Context: an optimization exercise on an open-source flow, tuned for small area, a short achievable clock period and few clock cycles per item. The choices shown serve that exercise and are no tape-out recipe. The RTL was checked by simulation tests, not by an equivalence proof against the original design. Power figures rest on the tool's default switching activity, not on a simulated workload.

## atanh
module atanh (
  input                     clk,
  input                     rstn,
  input                     trig,
  input  signed       [8:0] tanha,
  output logic              vld,
  output logic signed [8:0] a2_latch
);
  wire        s = tanha[8];
  wire  [7:0] l = tanha[7:0];
  wire  [7:0] below;                          
  assign below[0] = 1'b0;
  genvar i;
  for (i = 1; i < 8; i = i + 1) begin : g_below
    assign below[i] = |l[i-1:0];
  end
  wire  [7:0] m = l ^ ({8{s}} & below);
  wire        z = ~|l;                        
  wire  [0:7] mr = m;                         
  wire  [0:7] gr;                             
  wire  [7:0] g = gr;
  logic [8:0] a2;
  ...
==> flow/config.mk <==
export PLATFORM = sky130hd
export DESIGN_NAME = atanh
export DESIGN_NICKNAME = atanh
export VERILOG_FILES = /design/flow/design.v
export SDC_FILE = /design/flow/constraint.sdc
export NUM_CORES = 4
export LEC_CHECK = 0
export ABC_AREA = 1
export CAP_MARGIN = 20
export CORE_MARGIN = 2
export CORE_UTILIZATION = 40
export PLACE_DENSITY = 0.6
export SLEW_MARGIN = 20
==> flow/constraint.sdc <==
create_clock -name core_clock -period 7.5 [get_ports {clk}]
set_input_delay 1.5000 -clock core_clock [delete_from_list [all_inputs] [get_ports {clk}]]
set_output_delay 1.5000 -clock core_clock [all_outputs]
set_load 0.01 [all_outputs]
standard.sh (not shown) runs the stock make flow with config.mk's settings and CLKGATE_MAP_FILE= SYNTH_SCRIPT=/design/flow/synth_recipe.tcl, a recipe that flattens the netlist after the stock synthesis.
==> flow/flow/run.sh <==
#!/bin/bash
# Standard layout, with plain buffers (buf_2) on the ports.
bash standard.sh BUFFER_PORTS_ARGS="-buffer_cell sky130_fd_sc_hd__buf_2" finish > standard.log 2>&1
The first run completed without violations.
Testbench counts at the start, summed over its fixed seeds: cycles 2,048, ops 2,048.
Then changed:
==> flow/flow/run.sh (replaced) <==
#!/bin/bash
# Standard layout, with plain buffers (buf_2) on the ports and an area-oriented
# abc script in synthesis (flow/my_synth.tcl swaps only the abc script).
export MY_ABC_SCRIPT=$PWD/flow/abc.script
bash standard.sh SYNTH_SCRIPT=$PWD/flow/my_synth.tcl BUFFER_PORTS_ARGS="-buffer_cell sky130_fd_sc_hd__buf_2" finish > standard.log 2>&1
==> flow/flow/abc.script (new file) <==
strash
dch
map -B 0.9
topo
stime -c
upsize -c
dnsize -c
==> flow/flow/my_synth.tcl (new file) <==
proc synth {args} { yosys synth -nofsm -noshare {*}$args }
proc abc {args} {
  set i [lsearch $args -script]
  if { $i >= 0 && [info exists ::env(MY_ABC_SCRIPT)] } { lset args [expr {$i + 1}] $::env(MY_ABC_SCRIPT) }
  yosys abc {*}$args
}
source $::env(SCRIPTS_DIR)/synth.tcl
# left out here: clear keep_hierarchy, flatten, clean up, hide names made inside functions, write 1_2_yosys.v
Result:
- The changed run produced a clean layout
- die area went down by a little under a tenth
- final area went down by a few percent
- worst hold slack hardly moves
- first-iteration DRC count went up by about a fifth
- clock skew stays the same
- power went down by a few percent

--- another note on this design; it stands on its own ---

==> job 315: inputs <==
==> flow/design.v (excerpt) <==
module atanh (
  input                     clk,
  input                     rstn,
  input                     trig,
  input  signed       [8:0] tanha,
  output logic              vld,
  output logic signed [8:0] a2_latch
);
Settings: LEC_CHECK=0, ABC_AREA=1, CAP_MARGIN=20, CORE_MARGIN=2, CORE_UTILIZATION=40, CTS_BUF_LIST=sky130_fd_sc_hd__clkbuf_4, PLACE_DENSITY=0.6, SLEW_MARGIN=20; clock period 7.5 ns.
standard.sh (not shown) runs the stock make flow with config.mk's settings and CLKGATE_MAP_FILE= SYNTH_SCRIPT=/design/flow/synth_recipe.tcl, a recipe that flattens the netlist after the stock synthesis.
==> flow/flow/run.sh <==
#!/bin/bash
# The standard layout (standard.sh), with changes that only affect how the
# layout is made:
#  - synthesis uses flow/my_synth.tcl, which is synth_recipe.tcl with the abc
#    mapping script swapped for flow/abc.script (registers are mapped exactly
#    as in the standard synthesis);
#  - no full/half-adder extraction (ADDER_MAP_FILE empty), so the table logic
#    is mapped as plain gates;
#  - plain buf_2 cells as the port buffers, buf_1 on the outputs
#    (flow/ports.tcl, run before the resize step of placement).
export MY_ABC_SCRIPT=$PWD/flow/abc.script
bash standard.sh SYNTH_SCRIPT=$PWD/flow/my_synth.tcl ADDER_MAP_FILE= \
  BUFFER_PORTS_ARGS="-buffer_cell sky130_fd_sc_hd__buf_2" \
  PRE_RESIZE_TCL=$PWD/flow/ports.tcl finish > standard.log 2>&1
==> flow/flow/abc.script <==
strash
dch
map -B 0.9
strash
dch -f
map -B 0.9
topo
stime -c
upsize -c
dnsize -c
==> flow/flow/my_synth.tcl <==
proc synth {args} { yosys synth -nofsm -noshare {*}$args }
proc abc {args} {
  set i [lsearch $args -script]
  if { $i >= 0 && [info exists ::env(MY_ABC_SCRIPT)] } { lset args [expr {$i + 1}] $::env(MY_ABC_SCRIPT) }
  yosys abc {*}$args
}
source $::env(SCRIPTS_DIR)/synth.tcl
# left out here: clear keep_hierarchy, flatten, clean up, hide names made inside functions, write 1_2_yosys.v
==> flow/flow/ports.tcl <==
# Output ports drive only the fixed 10 fF load and have slack to spare, so
# their port buffers (inserted by buffer_ports as buf_2) are made buf_1.
foreach inst [get_cells output*] {
  replace_cell $inst sky130_fd_sc_hd__buf_1
}
==> job 9841 (differences from job 315) <==
- CTS_BUF_LIST: sky130_fd_sc_hd__clkbuf_4 -> sky130_fd_sc_hd__clkbuf_2 sky130_fd_sc_hd__clkbuf_4
==> notes <==
Setup slack is the same in job 315 and job 9841.
In via count, job 315 and job 9841 do not differ.
In final cell count, job 315 and job 9841 do not differ.
In area after synthesis, job 9841 and job 315 do not differ.
In combinational power, job 9841 and job 315 hardly differ.
Testbench counts of job 315, summed over its fixed seeds: cycles 2,048, ops 2,048.
Testbench counts of job 9841, summed over its fixed seeds: cycles 2,048, ops 2,048.

separate check: timing with driven ports:
The flow's constraints put no driver on any port. The routed layouts listed below were extracted and timed again, unchanged, in two steps. Step 1 sets driving cells, clkbuf_16 on the clock port and buf_2 on the other inputs (assumed; they add their load-dependent delay and slew). Step 2 also shifts input and output timing later by t, the mid clock arrival at the registers, as if the neighbouring blocks saw the same clock. Slacks: ideal ports / drivers / drivers and shift; pairs: ideal ports / drivers.
| run | t, ns | slack for setup (ns) | latest minus earliest clock arrival (ns) | worst data-port slew with drivers (ns) | pins driven straight from the clock port |
|---|---|---|---|---|---|
| the first run of note 1 | 0.247 | 3.073 / 3.079 / 2.832 | 0.002 / 0.002 | 0.03 | 1 |
| the second run of note 1 | 0.246 | 3.016 / 3.020 / 2.774 | 0.003 / 0.002 | 0.03 | 1 |
| job 315 | 0.294 | 3.444 / 3.443 / 3.149 | 0.010 / 0.010 | 0.03 | 1 |
| job 9841 | 0.294 | 3.444 / 3.443 / 3.149 | 0.010 / 0.010 | 0.03 | 1 |
After both steps setup and hold are still met in every run listed.
